What follows belongs to an exercise in optimizing a design on an open flow for a short achievable clock period and few clock cycles; a production flow would make more cautious choices.
Function was checked by simulation only, so behaviour that the tests miss may differ from the original.

==> v32: inputs <==
// processor
module processor(
    input clk,
    input rst,
    output [31:0] imem_addr,
    input [31:0] imem_rdata,
    output [31:0] dmem_addr,
    output [31:0] dmem_wdata,
    output dmem_we,
    input [31:0] dmem_rdata,
    output rf_we,
    output [4:0] rf_waddr,
    output [31:0] rf_wdata
);
    reg [31:0] pcF;
    reg [15:0] btb_v;
    reg [25:0] btb_tag [0:15];
    reg [29:0] btb_tgt [0:15];
    reg [1:0]  btb_ctr [0:15];
    reg        upd_v;
    reg [3:0]  upd_idx;
    reg [25:0] upd_tag;
    reg [29:0] upd_tgt;
    reg [1:0]  upd_ctr;
    reg        validD;
    reg [31:0] instrD;
    reg [31:0] pcD;
    reg        predD, hitD;
    reg [1:0]  ctrD;
    reg [31:0] opA, opB, sdE;
    reg        fA_M, fA_W, fB_M, fB_W, fS_M, fS_W, fS_L;
    reg        weE, ldE, stE, brE, jalE, jalrE, redirE;
    reg        brLtE, brInvE, brUpdE;
    reg        o_add, o_sub, o_and, o_or, o_xor, o_slt, o_sltu, o_passB, o_link;
    reg [4:0]  rdE;
    reg [31:0] pc4E, altE;
    reg [29:0] tgtE;
    reg [29:0] pcE;
    reg        predE, hitE;
    reg [1:0]  ctrE;
    reg [31:0] ResM, sdM;
    reg        weM, ldM, stM;
    reg [4:0]  rdM;
    reg [31:0] ResW;
    reg        weW;
    reg [4:0]  rdW;
    reg [31:0] rf [0:31];
    reg [31:0] rf_ok;
  ...
clock: 11.0 ns
lec_check: 0
abc_clock_period_in_ps: 3000
cap_margin: 20
core_margin: 2
core_utilization: 40
place_density: 0.6
setup_slack_margin: 5
slew_margin: 20
run.sh (not shown) runs the stock make flow with config.mk's settings and CLKGATE_MAP_FILE= SYNTH_SCRIPT=/design/flow/synth_recipe.tcl, a recipe that flattens the netlist after the stock synthesis.
==> inputs of v31, as changes to v32 <==
==> flow/design.v (replaced) <==
module processor(
    input clk,
    input rst,
    output [31:0] imem_addr,
    input [31:0] imem_rdata,
    output [31:0] dmem_addr,
    output [31:0] dmem_wdata,
    output dmem_we,
    input [31:0] dmem_rdata,
    output rf_we,
    output [4:0] rf_waddr,
    output [31:0] rf_wdata
);
    reg [31:0] pcF;
    reg [15:0] btb_v;
    reg [25:0] btb_tag [0:15];
    reg [29:0] btb_tgt [0:15];
    reg [1:0]  btb_ctr [0:15];
    reg [15:0] btb_short;    
    reg        upd_v;
    reg [3:0]  upd_idx;
    reg [25:0] upd_tag;
    reg [29:0] upd_tgt;
    reg [1:0]  upd_ctr;
    reg        upd_short;
    reg        validD;
    reg [31:0] instrD;
    reg [31:0] oh1D, oh2D;
    reg [31:0] pcD;
    reg        predD, hitD;
    reg [1:0]  ctrD;
    reg [31:0] opA, opB, addrE, sdE;
    reg        fA, fB;
    reg        weE, ldE, stE, brE, jalE, jalrE, redirE;
    reg        brLtE, brInvE, brUpdE, shortE, noRedir;
    reg        o_add, o_sub, o_and, o_or, o_xor, o_slt, o_sltu, o_passB, o_link;
    reg [4:0]  rdE;
    reg [31:0] pc4E, altE;
    reg [29:0] tgtE;
    reg [29:0] pcE;
    reg        predE, hitE;
    reg [1:0]  ctrE;
    reg [31:0] ResW;
    reg        weW;
    reg [4:0]  rdW;
    reg [31:0] rf [0:31];
    reg [31:0] rf_ok;
    wire [31:0] A = fA ? ResW : opA;
    wire [31:0] B = fB ? ResW : opB;
    wire [31:0] sum  = A + B;
    wire [31:0] diff = A - B;
    wire eq   = (A == B);
    wire lt31 = A[30:0] < B[30:0];
    wire ltS  = (A[31] ^ B[31]) ? A[31] : lt31;
    wire ltU  = (A[31] ^ B[31]) ? B[31] : lt31;
    wire [31:0] aluE =
          ({32{o_add}}   & sum)
        | ({32{o_sub}}   & diff)
        | ({32{o_and}}   & (A & B))
        | ({32{o_or}}    & (A | B))
        | ({32{o_xor}}   & (A ^ B))
        | ({32{o_slt}}   & {31'b0, ltS})
        | ({32{o_sltu}}  & {31'b0, ltU})
        | ({32{o_passB}} & B)
        | ({32{o_link}}  & pc4E);
    wire [31:0] resE = ldE ? dmem_rdata : aluE;
    wire condE = brLtE ? ltS : eq;
    wire mispE    = brE & (condE ^ brInvE);
    wire redirect = redirE | mispE;
    wire redirPCsel = redirE | (mispE & ~(noRedir & ~predD));
    wire [31:0] redirPC = jalrE ? {sum[31:1], 1'b0} : altE;
    wire [3:0]  bi     = pcF[5:2];
    wire        btbHit = btb_v[bi] & (btb_tag[bi] == pcF[31:6]);
    wire [1:0]  btbCtr = btb_ctr[bi];
    wire        predF  = btbHit & btbCtr[1] & (~btb_short[bi] | btbCtr[0]);
    wire [31:0] pc4F   = pcF + 32'd4;
    wire [31:0] predPC = predF ? {btb_tgt[bi], 2'b00} : pc4F;
    assign imem_addr = pcF;
    wire [6:0] opc = instrD[6:0];
    wire [2:0] f3  = instrD[14:12];
    wire [4:0] rs1 = instrD[19:15];
    wire [4:0] rs2 = instrD[24:20];
    wire [4:0] rd  = instrD[11:7];
    wire isR    = opc[6:2] == 5'b01100;
    wire isI    = opc[6:2] == 5'b00100;
    wire isLd   = opc[6:2] == 5'b00000;
    wire isSt   = opc[6:2] == 5'b01000;
    wire isBr   = opc[6:2] == 5'b11000;
    wire isJal  = opc[6:2] == 5'b11011;
    wire isJalr = opc[6:2] == 5'b11001;
    wire isLui  = opc[6:2] == 5'b01101;
    wire regW  = isR | isI | isLd | isJal | isJalr | isLui;
    wire weD   = regW & (rd != 5'd0);
    wire use1  = isR | isI | isBr | isJalr;    
    wire use2  = isR | isBr;                   
    wire mem   = isLd | isSt;
    wire [31:0] immI = {{20{instrD[31]}}, instrD[31:20]};
    wire [31:0] immS = {{20{instrD[31]}}, instrD[31:25], instrD[11:7]};
    wire [31:0] immB = {{20{instrD[31]}}, instrD[7], instrD[30:25], instrD[11:8], 1'b0};
    wire [31:0] immJ = {{12{instrD[31]}}, instrD[19:12], instrD[20], instrD[30:21], 1'b0};
    wire [31:0] immU = {instrD[31:12], 12'b0};
    wire [31:0] immD = isLui ? immU : immI;
    wire [31:0] tgtD = pcD + (isJal ? immJ : immB);
    wire [31:0] pc4D = pcD + 32'd4;
    wire [31:0] sel1 = oh1D & rf_ok;
    wire [31:0] sel2 = oh2D & rf_ok;
    reg  [31:0] rf1, rf2;
    integer k;
    always @(*) begin
        rf1 = 32'd0;
        rf2 = 32'd0;
        for (k = 1; k < 32; k = k + 1) begin
            rf1 = rf1 | ({32{sel1[k]}} & rf[k]);
            rf2 = rf2 | ({32{sel2[k]}} & rf[k]);
        end
    end
    wire [31:0] r1 = (weW && rdW == rs1) ? ResW : rf1;
    wire [31:0] r2 = (weW && rdW == rs2) ? ResW : rf2;
    wire [31:0] addrD = r1 + (isSt ? immS : immI);
    wire m1E = weE && rdE == rs1;
    wire m2E = weE && rdE == rs2;
    wire off0 = isSt ? (immS == 32'd0) : (immI == 32'd0);
    wire agi = validD & mem & m1E & ~off0;
    wire goE = validD & ~redirect & ~agi;
    wire aluRI = isR | isI;
    wire subR  = isR & instrD[30];
    wire d_add  = aluRI & f3 == 3'b000 & ~subR;
    wire d_sub  = aluRI & f3 == 3'b000 & subR;
    wire d_slt  = aluRI & f3 == 3'b010;
    wire d_sltu = aluRI & f3 == 3'b011;
    wire d_xor  = aluRI & f3 == 3'b100;
    wire d_or   = aluRI & f3 == 3'b110;
    wire d_and  = aluRI & f3 == 3'b111;
    wire jalNoPred = isJal & ~predD;
    wire predNonBr = predD & ~isJal & ~isBr;
    always @(posedge clk or posedge rst) begin
        if (rst) begin
            pcF    <= 32'd0;
            btb_v  <= 16'd0;
            upd_v  <= 1'b0;
            validD <= 1'b0;
            weE <= 1'b0; ldE <= 1'b0; stE <= 1'b0; brE <= 1'b0;
            jalE <= 1'b0; jalrE <= 1'b0; redirE <= 1'b0; brUpdE <= 1'b0;
            weW <= 1'b0;
            rf_ok <= 32'd0;
        end else begin
            if (redirPCsel)
                pcF <= redirPC;
            else if (!agi)
                pcF <= predPC;
            if (upd_v)
                btb_v[upd_idx] <= 1'b1;
            upd_v <= brUpdE & (hitE | condE ^ brInvE ^ predE) | (jalE & ~hitE);
            if (redirPCsel)
                validD <= 1'b0;
            else if (!agi)
                validD <= 1'b1;
            weE    <= goE & weD;
            ldE    <= goE & isLd;
            stE    <= goE & isSt;
            brE    <= goE & isBr;
            jalE   <= goE & isJal;
            jalrE  <= goE & isJalr;
            redirE <= goE & (isJalr | jalNoPred | predNonBr);
            brUpdE <= goE & (isBr | isJal);
            weW <= weE;
            if (weW)
                rf_ok[rdW] <= 1'b1;
        end
    end
    always @(posedge clk) begin
        if (upd_v) begin
            btb_tag[upd_idx] <= upd_tag;
            btb_tgt[upd_idx] <= upd_tgt;
            btb_ctr[upd_idx] <= upd_ctr;
            btb_short[upd_idx] <= upd_short;
        end
        upd_idx <= pcE[3:0];
        upd_tag <= pcE[29:4];
        upd_tgt <= tgtE;
        upd_short <= shortE;
        if (jalE)
            upd_ctr <= hitE ? ((ctrE == 2'b11) ? 2'b11 : ctrE + 2'b01) : 2'b11;
        else if (condE ^ brInvE ^ predE)
            upd_ctr <= hitE ? ((ctrE == 2'b11) ? 2'b11 : ctrE + 2'b01) : 2'b11;
        else
            upd_ctr <= (ctrE == 2'b00) ? 2'b00 : ctrE - 2'b01;
        if (!agi) begin
            instrD <= imem_rdata;
            oh1D   <= 32'd1 << imem_rdata[19:15];
            oh2D   <= 32'd1 << imem_rdata[24:20];
            pcD    <= pcF;
            predD  <= predF;
            hitD   <= btbHit;
            ctrD   <= btbCtr;
        end
        opA   <= r1;
        opB   <= use2 ? r2 : immD;
        addrE <= m1E ? resE : addrD;
        sdE   <= m2E ? resE : r2;
        fA    <= use1 & m1E;
        fB    <= use2 & m2E;
        o_add   <= d_add;
        o_sub   <= d_sub;
        o_and   <= d_and;
        o_or    <= d_or;
        o_xor   <= d_xor;
        o_slt   <= d_slt;
        o_sltu  <= d_sltu;
        o_passB <= isLui;
        o_link  <= isJal | isJalr;
        brLtE  <= f3[2];
        shortE  <= isBr & (immB == 32'd8);
        noRedir <= isBr & (immB == 32'd8) & ~predD;
        brInvE <= f3[0] ^ predD;
        rdE    <= rd;
        pc4E   <= pc4D;
        altE   <= ((isBr | isJal) & ~predD) ? tgtD : pc4D;
        tgtE   <= tgtD[31:2];
        pcE    <= pcD[31:2];
        predE  <= predD;
        hitE   <= hitD;
        ctrE   <= ctrD;
        ResW <= resE;
        rdW  <= rdE;
        if (weW)
            rf[rdW] <= ResW;
    end
    assign dmem_addr  = addrE;
    assign dmem_wdata = sdE;
    assign dmem_we    = stE;
    assign rf_we      = weW;
    assign rf_waddr   = rdW;
    assign rf_wdata   = ResW;
endmodule
==> flow/flow/run.sh (new file) <==
#!/bin/bash
# The standard layout, with the timing repair steps aiming for setup slack
# of MARGIN ns at the design's clock period (the SDC is unchanged).
set -euo pipefail
MARGIN=7
bash standard.sh SETUP_SLACK_MARGIN=$MARGIN finish > standard_make.log 2>&1
==> flow/standard.sh (new file) <==
#!/bin/bash
# synth_recipe.tcl (not shown) runs the flow's synth.tcl, then flattens the netlist and writes it again
# the make line also repeats each setting of config.mk as NAME=value (left out here)
make -C /OpenROAD-flow-scripts/flow DESIGN_CONFIG=/design/flow/config.mk WORK_HOME=/design/flow/orfs CLKGATE_MAP_FILE= SYNTH_SCRIPT=/design/flow/synth_recipe.tcl "${@:-finish}"
SETUP_SLACK_MARGIN = default   (was 5)
removed: flow/run.sh
==> comparison table <==
Average wire per standard cell: v32 31.7 µm; v31 39.9 µm
Number of distinct library cells after synthesis: v32 85; v31 81
Flip-flop and latch area: v32 71,500 µm²; v31 71,900 µm²
# nets final: v32 6,953; v31 8,130
Status: v32 complete, no violations; v31 complete, no violations
Maximum fanout along the worst path: v32 32; v31 8
Terminating pin of the worst hold path: v32 upd_idx[0]$_DFF_P_; v31 upd_tag[7]$_DFF_P_
Total met3 wirelength after detailed routing: v32 27.0 mm; v31 68.2 mm
Share of the core filled with cells in the final layout: v32 45.8%; v31 49.9%
Grt met1 use: v32 33.6%; v31 39.1%
Endpoint of the most critical setup path: v32 pcF[24]$_DFFE_PP0P_; v31 pcF[15]$_DFFE_PP0P_
Layout clock buffer count: v32 374; v31 373
Syn_area_per_cell: v32 17.0 µm²; v31 14.8 µm²
Number of placed instances, taps included: v32 10,200; v31 10,700
Arrival time reported for the critical path endpoint: v32 6.40 ns; v31 5.59 ns
Die width: v32 530 µm; v31 520 µm
Vias/cell: v32 6.01; v31 6.84
Cell with the largest stage delay on the worst path: v32 a31oi_1; v31 a221o_1
Testbench counts of v32, summed over its fixed seeds: cycles 44,892.
Testbench counts of v31, summed over its fixed seeds: cycles 41,240.

## afterwards: timing with drivers on the ports
How much do the figures lean on ideal ports? The routed layouts below were timed once more, with nothing changed but the port constraints. Step 1: set_driving_cell puts a clkbuf_16 on clk and a buf_2 on each other input, an assumption about the parent block. Step 2, shift: input delay + t, output delay - t, t = (earliest + latest rising clock arrival at the registers) / 2. This alone moves slack from input paths to output paths. Three values: ideal ports, drivers, drivers and shift; two values: the first two.
run	t (ns)	setup WS [ns]	worst data-port slew with drivers (ns)	pins driven straight from the clock port
v32	0.939	5.301 / 5.301 / 5.301	0.11	1
v31	1.035	6.207 / 6.207 / 6.207	0.12	1
After both steps every run listed still meets setup and hold.
